Context: an optimization exercise on an open-source flow, tuned for small area, a short achievable clock period and few clock cycles. The choices shown serve that exercise and are no tape-out recipe.
RTL that was checked went through simulation tests only; none was proved equivalent to the original.
Power and IR drop assume default switching activity.

== P ==
// maze_router
module maze_router (
reset		,
start		,
clk         ,
address     ,
data_in     ,
data_out    ,
cs          ,
we          ,
D);
input        reset;
input        start;
input        clk;
input  [7:0] data_in;
output       cs;
output       we;
output [7:0] data_out;
output [7:0] address;
output       D;
reg       cs, we, D;
reg [7:0] address;
reg       do_a, do_b;                
assign data_out = {do_a, do_a, do_a, do_b, do_a, do_a, do_a, do_b};
localparam [1:0] ST_FREE = 2'b00, ST_BLK = 2'b01, ST_R0 = 2'b10;
localparam [3:0] S_IDLE  = 4'd0,
                 S_SCAN  = 4'd1,    
                 S_DRAIN = 4'd2,    
                 S_BFS   = 4'd3,    
                 S_TRACE = 4'd4,    
                 S_CLR   = 4'd5,    
                 S_SRC2  = 4'd6,    
                 S_GO2   = 4'd7,    
                 S_FIN   = 4'd8,    
                 S_DONE  = 4'd9;
reg [3:0] state;
reg       net2;
reg [7:0] s1a, t1a, s2a, t2a;       
reg [7:0] wv;                        
reg [3:0] sw;                        
reg       drain;
reg       pS1, pT2;                  
reg       pm;                        
reg [7:0] cur;                       
reg [5:0] cmask;                     
reg [2:0] dir;                       
reg [7:0] naddr;                     
reg [7:0] laddr;                     
reg [2:0] ldir;
reg       lval;                      
reg [3:0] lq1, lq0;                  
wire      ls1 = lq1[laddr[7:6]];     
  ...
For scale: roughly 650 flip-flops, ~30 I/O pins, about 0.035 mm^2 of cells after synthesis.
export LEC_CHECK = 0
export CAP_MARGIN = 20
export CORE_MARGIN = 2
export CORE_UTILIZATION = 50
export CTS_BUF_LIST = sky130_fd_sc_hd__clkbuf_16
export CTS_CLUSTER_DIAMETER = 110
export CTS_CLUSTER_SIZE = 24
export PLACE_DENSITY = 0.65
export SETUP_SLACK_MARGIN = 4.05
export SLEW_MARGIN = 20
create_clock -name core_clock -period 6.5 [get_ports {clk}]
standard.sh (not shown) runs the stock make flow with config.mk's settings and CLKGATE_MAP_FILE= SYNTH_SCRIPT=/design/flow/synth_recipe.tcl, a recipe that flattens the netlist after the stock synthesis.
==> flow/flow/run.sh <==
#!/bin/bash
# Standard layout, except that the port buffers are buf_4 cells instead of
# the library's smallest (delay) buffer.
set -euo pipefail
export BUFFER_PORTS_ARGS="-buffer_cell sky130_fd_sc_hd__buf_4"
bash standard.sh > standard_flow.log 2>&1
Looking at the reports, P completed the entire flow and the layout it produced met the timing, design-rule and antenna checks.
Testbench counts of P, summed over its fixed seeds: cycles 25,589.
Input changes introduced in Q (baseline for comparison: P):
# P
export LEC_CHECK = 0
export CAP_MARGIN = 20
export CORE_MARGIN = 2
export CORE_UTILIZATION = 50
export CTS_BUF_LIST = sky130_fd_sc_hd__clkbuf_16
export CTS_CLUSTER_DIAMETER = 110
export CTS_CLUSTER_SIZE = 24
export PLACE_DENSITY = 0.65
export SETUP_SLACK_MARGIN = 4.05
export SLEW_MARGIN = 20
create_clock -name core_clock -period 6.5 [get_ports {clk}]
# Q
export LEC_CHECK = 0
export CAP_MARGIN = 20
export CORE_MARGIN = 2
export CORE_UTILIZATION = 50
export CTS_BUF_LIST = sky130_fd_sc_hd__clkbuf_16
export CTS_CLUSTER_DIAMETER = 110
export CTS_CLUSTER_SIZE = 24
export PLACE_DENSITY = 0.65
export SETUP_SLACK_MARGIN = 4.15
export SLEW_MARGIN = 20
create_clock -name core_clock -period 6.5 [get_ports {clk}]
[summary]
- The total leakage power number comes out lower for P vs Q.
- Delta (Q minus P): final design area excluding fillers increased by 2.1% relative to the old numbers; area of the multi-input gates now sits higher; wire length rose by 2.6%.
- Compared to P, Q has part of the total power dissipated in combinational logic 2.3 points higher.
- In Q relative to P, wire length of the first global-routing pass had gone up by a few percent.
- P and Q ended up with nearly the same post-route fraction of the period consumed by the critical path.
- For the overall power, Q came in 3.5% higher than P did.
Changes in R relative to Q:
# Q
export LEC_CHECK = 0
export CAP_MARGIN = 20
export CORE_MARGIN = 2
export CORE_UTILIZATION = 50
export CTS_BUF_LIST = sky130_fd_sc_hd__clkbuf_16
export CTS_CLUSTER_DIAMETER = 110
export CTS_CLUSTER_SIZE = 24
export PLACE_DENSITY = 0.65
export SETUP_SLACK_MARGIN = 4.15
export SLEW_MARGIN = 20
create_clock -name core_clock -period 6.5 [get_ports {clk}]
# R
export LEC_CHECK = 0
export CAP_MARGIN = 20
export CORE_MARGIN = 2
export CORE_UTILIZATION = 50
export CTS_BUF_LIST = sky130_fd_sc_hd__clkbuf_16
export CTS_CLUSTER_DIAMETER = 110
export CTS_CLUSTER_SIZE = 24
export PLACE_DENSITY = 0.65
export SETUP_SLACK_MARGIN = 3.95
export SLEW_MARGIN = 20
create_clock -name core_clock -period 6.5 [get_ports {clk}]
- Fraction of met1 tracks used by global routing ended up 0.94 points lower on R than on Q.
- R — worst setup slack 9.8 ps higher, Q as reference
- Total internal power delta (R − Q): favourable
- Compared with Q, in R area growth from synthesis to layout went down 4.3 points; synthesized area neither gained nor lost much.
- Summary: with Q as the reference, power density normalized to cell area in R moved down by a few percent.
- Area: R vs Q -> R smaller
- Maximum clock skew at final layout | R below Q
- Q has a higher number of cells in the finished layout apart from fillers than R.
Here is what was changed in the inputs of S compared with R.
# R
export LEC_CHECK = 0
export CAP_MARGIN = 20
export CORE_MARGIN = 2
export CORE_UTILIZATION = 50
export CTS_BUF_LIST = sky130_fd_sc_hd__clkbuf_16
export CTS_CLUSTER_DIAMETER = 110
export CTS_CLUSTER_SIZE = 24
export PLACE_DENSITY = 0.65
export SETUP_SLACK_MARGIN = 3.95
export SLEW_MARGIN = 20
create_clock -name core_clock -period 6.5 [get_ports {clk}]
# S
export LEC_CHECK = 0
export CAP_MARGIN = 20
export CORE_MARGIN = 2
export CORE_UTILIZATION = 50
export CTS_BUF_LIST = sky130_fd_sc_hd__clkbuf_16
export CTS_CLUSTER_DIAMETER = 90
export CTS_CLUSTER_SIZE = 30
export PLACE_DENSITY = 0.65
export SETUP_SLACK_MARGIN = 3.95
export SLEW_MARGIN = 20
create_clock -name core_clock -period 6.5 [get_ports {clk}]
Results
When S is measured against R, its critical path depth turns out 2 higher. Per the comparison of S with R, post-route core utilization went up 0.23 points, design internal power went up about 1.8%, number of levels the H-tree was split into held, sequential share of layout area went down 0.22 points.

---

Another version of the RTL of maze_router (not shown whole).
For scale: roughly 3100 cells after synthesis, roughly 640 flip-flops, ~35000 um^2 of cells after synthesis.
==> flow/config.mk <==
export PLATFORM = sky130hd
export DESIGN_NAME = maze_router
export DESIGN_NICKNAME = maze_router
export VERILOG_FILES = /design/flow/design.v
export SDC_FILE = /design/flow/constraint.sdc
export NUM_CORES = 4
export LEC_CHECK = 0
export CAP_MARGIN = 20
export CORE_MARGIN = 2
export CORE_UTILIZATION = 40
export CTS_BUF_LIST = sky130_fd_sc_hd__clkbuf_8
export CTS_CLUSTER_SIZE = 30
export PLACE_DENSITY = 0.6
export SETUP_SLACK_MARGIN = 3.85
export SLEW_MARGIN = 20
==> flow/constraint.sdc <==
create_clock -name core_clock -period 6.5 [get_ports {clk}]
set_input_delay 1.3000 -clock core_clock [delete_from_list [all_inputs] [get_ports {clk}]]
set_output_delay 1.3000 -clock core_clock [all_outputs]
set_load 0.01 [all_outputs]
Scripts as last shown in full above: flow/flow/run.sh
The first run finished clean.
Then changed:
- CTS_BUF_LIST: sky130_fd_sc_hd__clkbuf_8 -> not set
- CTS_CLUSTER_SIZE: 30 -> not set
Effect: Power is higher by 4.4%. Fmax is lower by 4.9%. Core utilization is higher by 0.51 points. Die area is unchanged. Sequential power hardly moves.
No functional check of the RTL was part of any run of this note.

---

maze_router, a different RTL version from the one above (not shown whole).
Size in the first run: about 650 flip-flops, about 30 I/O pins.
clock: 6.5 ns
lec_check: 0
cap_margin: 20
core_margin: 2
core_utilization: 50
cts_buf_list: sky130_fd_sc_hd__clkbuf_4 sky130_fd_sc_hd__clkbuf_8
cts_cluster_size: 20
place_density: 0.65
setup_slack_margin: 3.95
slew_margin: 20
Scripts as last shown in full above: flow/flow/run.sh
Testbench counts at the start, summed over its fixed seeds: cycles 25,669.
Rerun with:
CORE_UTILIZATION = 40   (was 50)
CTS_BUF_LIST = sky130_fd_sc_hd__clkbuf_8   (was sky130_fd_sc_hd__clkbuf_4 sky130_fd_sc_hd__clkbuf_8)
CTS_CLUSTER_SIZE = 30   (was 20)
PLACE_DENSITY = 0.6   (was 0.65)
What happened: The changed run completed without violations; clock skew rises by 0.0089 ns; clock-buffer cell count falls by 26; non-clock buffer count rises by 10; die area rises by 25%; setup slack improved by 0.0087 ns; power rises by 0.73%; routed wire length rises by 2.6%.
Rerun with:
CORE_UTILIZATION = 50   (was 40)
PLACE_DENSITY = 0.65   (was 0.6)
Clock skew shrinks by 0.016 ns; worst hold slack improved by 0.014 ns; global-route usage is higher by 6.1 points; first-iteration DRC count went up by 3.2%; final area went down by 1.2%; cell count goes down by 5.7%; area after synthesis stays the same.

---

Setup of delta:
maze_router, a different RTL version from the one above (not shown whole).
Size in the first run: roughly 650 flip-flops, about 30 I/O pins, about 0.036 mm2 of cells after synthesis.
==> flow/design.v (excerpt) <==
module maze_router (
reset		,
start		,
clk         ,
address     ,
data_in     ,
data_out    ,
cs          ,
we          ,
D);
make LEC_CHECK=0 CAP_MARGIN=20 CORE_MARGIN=2 CORE_UTILIZATION=40 PLACE_DENSITY=0.6 SLEW_MARGIN=20 finish   # period 6.5 ns
run.sh (not shown) runs the stock make flow with config.mk's settings and CLKGATE_MAP_FILE= SYNTH_SCRIPT=/design/flow/synth_recipe.tcl, a recipe that flattens the netlist after the stock synthesis.
Stock flow here: none of the scripts above is used.
What the final checks of delta revealed, after a flow that finished every stage, was a layout that fails on max-slew violations.
Testbench counts of delta, summed over its fixed seeds: cycles 25,591.
Modified inputs, gamma compared to delta
Settings: an added SETUP_SLACK_MARGIN of 3.7; an added ABC_CLOCK_PERIOD_IN_PS of 2800.
==> results.txt <==
- gamma has completed all stages; timing, DRC and antenna checks passed.
- gamma against delta; global-route wire length before repair is up by a few percent.
- gamma vs. delta: number of global-route vias before repair rose by 511, worst setup slack after layout rose by 0.63 ns, met3 demand-to-capacity share in global routing dropped 0.80 points, sequential share of layout area shows a reduction of 0.70 points.
- A critical path endpoint of data_out[6] is what gamma shows, while dx[4]$_SDFF_PN0_ belongs to delta.
- Per the comparison of gamma with delta, total stage count of the critical path went down by 5; total wire length went up by 1.3%; number of instances in the placed design was more or less identical.
- Sort delta and gamma by total power desc -> top: gamma

---

maze_router, a different RTL version from the one above (not shown whole).
Size in the first run: roughly 3200 cells after synthesis, ~650 flip-flops, roughly 30 I/O pins, ~0.036 mm^2 of cells after synthesis.
export LEC_CHECK = 0
export CAP_MARGIN = 20
export CORE_MARGIN = 2
export CORE_UTILIZATION = 40
export CTS_BUF_LIST = sky130_fd_sc_hd__clkbuf_8
export CTS_CLUSTER_SIZE = 30
export PLACE_DENSITY = 0.6
export SETUP_SLACK_MARGIN = 3.7
export SLEW_MARGIN = 20
create_clock -name core_clock -period 6.5 [get_ports {clk}]
Then changed:
==> flow/flow/run.sh (new file) <==
#!/bin/bash
# Standard layout, except that the port buffers are buf_4 cells instead of
# the library's smallest (delay) buffer.
set -euo pipefail
export BUFFER_PORTS_ARGS="-buffer_cell sky130_fd_sc_hd__buf_4"
bash standard.sh > standard_flow.log 2>&1
==> flow/standard.sh (new file) <==
#!/bin/bash
# synth_recipe.tcl (not shown) runs the flow's synth.tcl, then flattens the netlist and writes it again
# the make line also repeats each setting of config.mk as NAME=value (left out here)
make -C /OpenROAD-flow-scripts/flow DESIGN_CONFIG=/design/flow/config.mk WORK_HOME=/design/flow/orfs CLKGATE_MAP_FILE= SYNTH_SCRIPT=/design/flow/synth_recipe.tcl "${@:-finish}"
- CTS_BUF_LIST: sky130_fd_sc_hd__clkbuf_8 -> default
- CTS_CLUSTER_SIZE: 30 -> default
- SETUP_SLACK_MARGIN: 3.7 -> 3.8
removed: flow/run.sh
Outcome: Power goes up by a few percent; via count stays flat; global-route usage came out higher by 0.18 points; final cell count shrinks slightly; count of clock-buffer cells in the layout decreases by 29.
Function was not checked in any run of this note: the RTL went through the layout flow alone.

## what the ideal ports hide
In the flow no input, the clock included, has a driving cell. The finished layouts below were timed again as built, in two steps.
Step 1: set_driving_cell puts a clkbuf_16 on clk and a buf_2 on each other input, an assumption about the parent block.
Step 2 moves the port delays by t, midway between the first and last clock arrival at a register: inputs arrive t later, outputs are due t later. That takes back most of the time a late clock gives input paths.
Slacks: ideal ports / drivers / drivers and shift; pairs: ideal ports / drivers.
run | t (ns) | setup slack, ns | hold WS [ns] | worst slew at a driven data input, ns | cell pins on the clock port's net
P | 0.717 | 3.971 / 3.903 / 3.795 | 0.351 / 0.351 / 0.351 | 0.04 | 1
Q | 0.718 | 3.964 / 3.916 / 3.773 | 0.368 / 0.368 / 0.368 | 0.06 | 1
R | 0.713 | 3.973 / 3.917 / 3.831 | 0.357 / 0.357 / 0.357 | 0.05 | 1
S | 0.709 | 3.973 / 3.927 / 3.830 | 0.337 / 0.337 / 0.337 | 0.05 | 1
the first run of note 2 | 0.825 | 3.797 / 3.797 / 3.598 | 0.386 / 0.386 / 0.386 | 0.05 | 1
the second run of note 2 | 0.695 | 3.658 / 3.658 / 3.477 | 0.401 / 0.401 / 0.401 | 0.05 | 1
the first run of note 3 | 0.779 | 3.872 / 3.864 / 3.872 | 0.345 / 0.345 / 0.345 | 0.04 | 1
the second run of note 3 | 0.834 | 3.881 / 3.871 / 3.881 | 0.330 / 0.330 / 0.330 | 0.05 | 1
the third run of note 3 | 0.781 | 3.893 / 3.865 / 3.867 | 0.344 / 0.344 / 0.344 | 0.03 | 1
delta | 0.680 | 3.048 / 3.058 / 2.404 | 0.426 / 0.426 / 0.426 | 0.03 | 1
gamma | 0.701 | 3.677 / 3.611 / 3.162 | 0.431 / 0.431 / 0.431 | 0.03 | 1
the first run of note 5 | 0.819 | 3.718 / 3.708 / 3.265 | 0.391 / 0.391 / 0.391 | 0.04 | 1
the second run of note 5 | 0.686 | 3.798 / 3.798 / 3.677 | 0.401 / 0.401 / 0.401 | 0.04 | 1
The setup slack of delta, which loses most, moves by +0.010 ns with the drivers and by -0.644 ns with both steps.
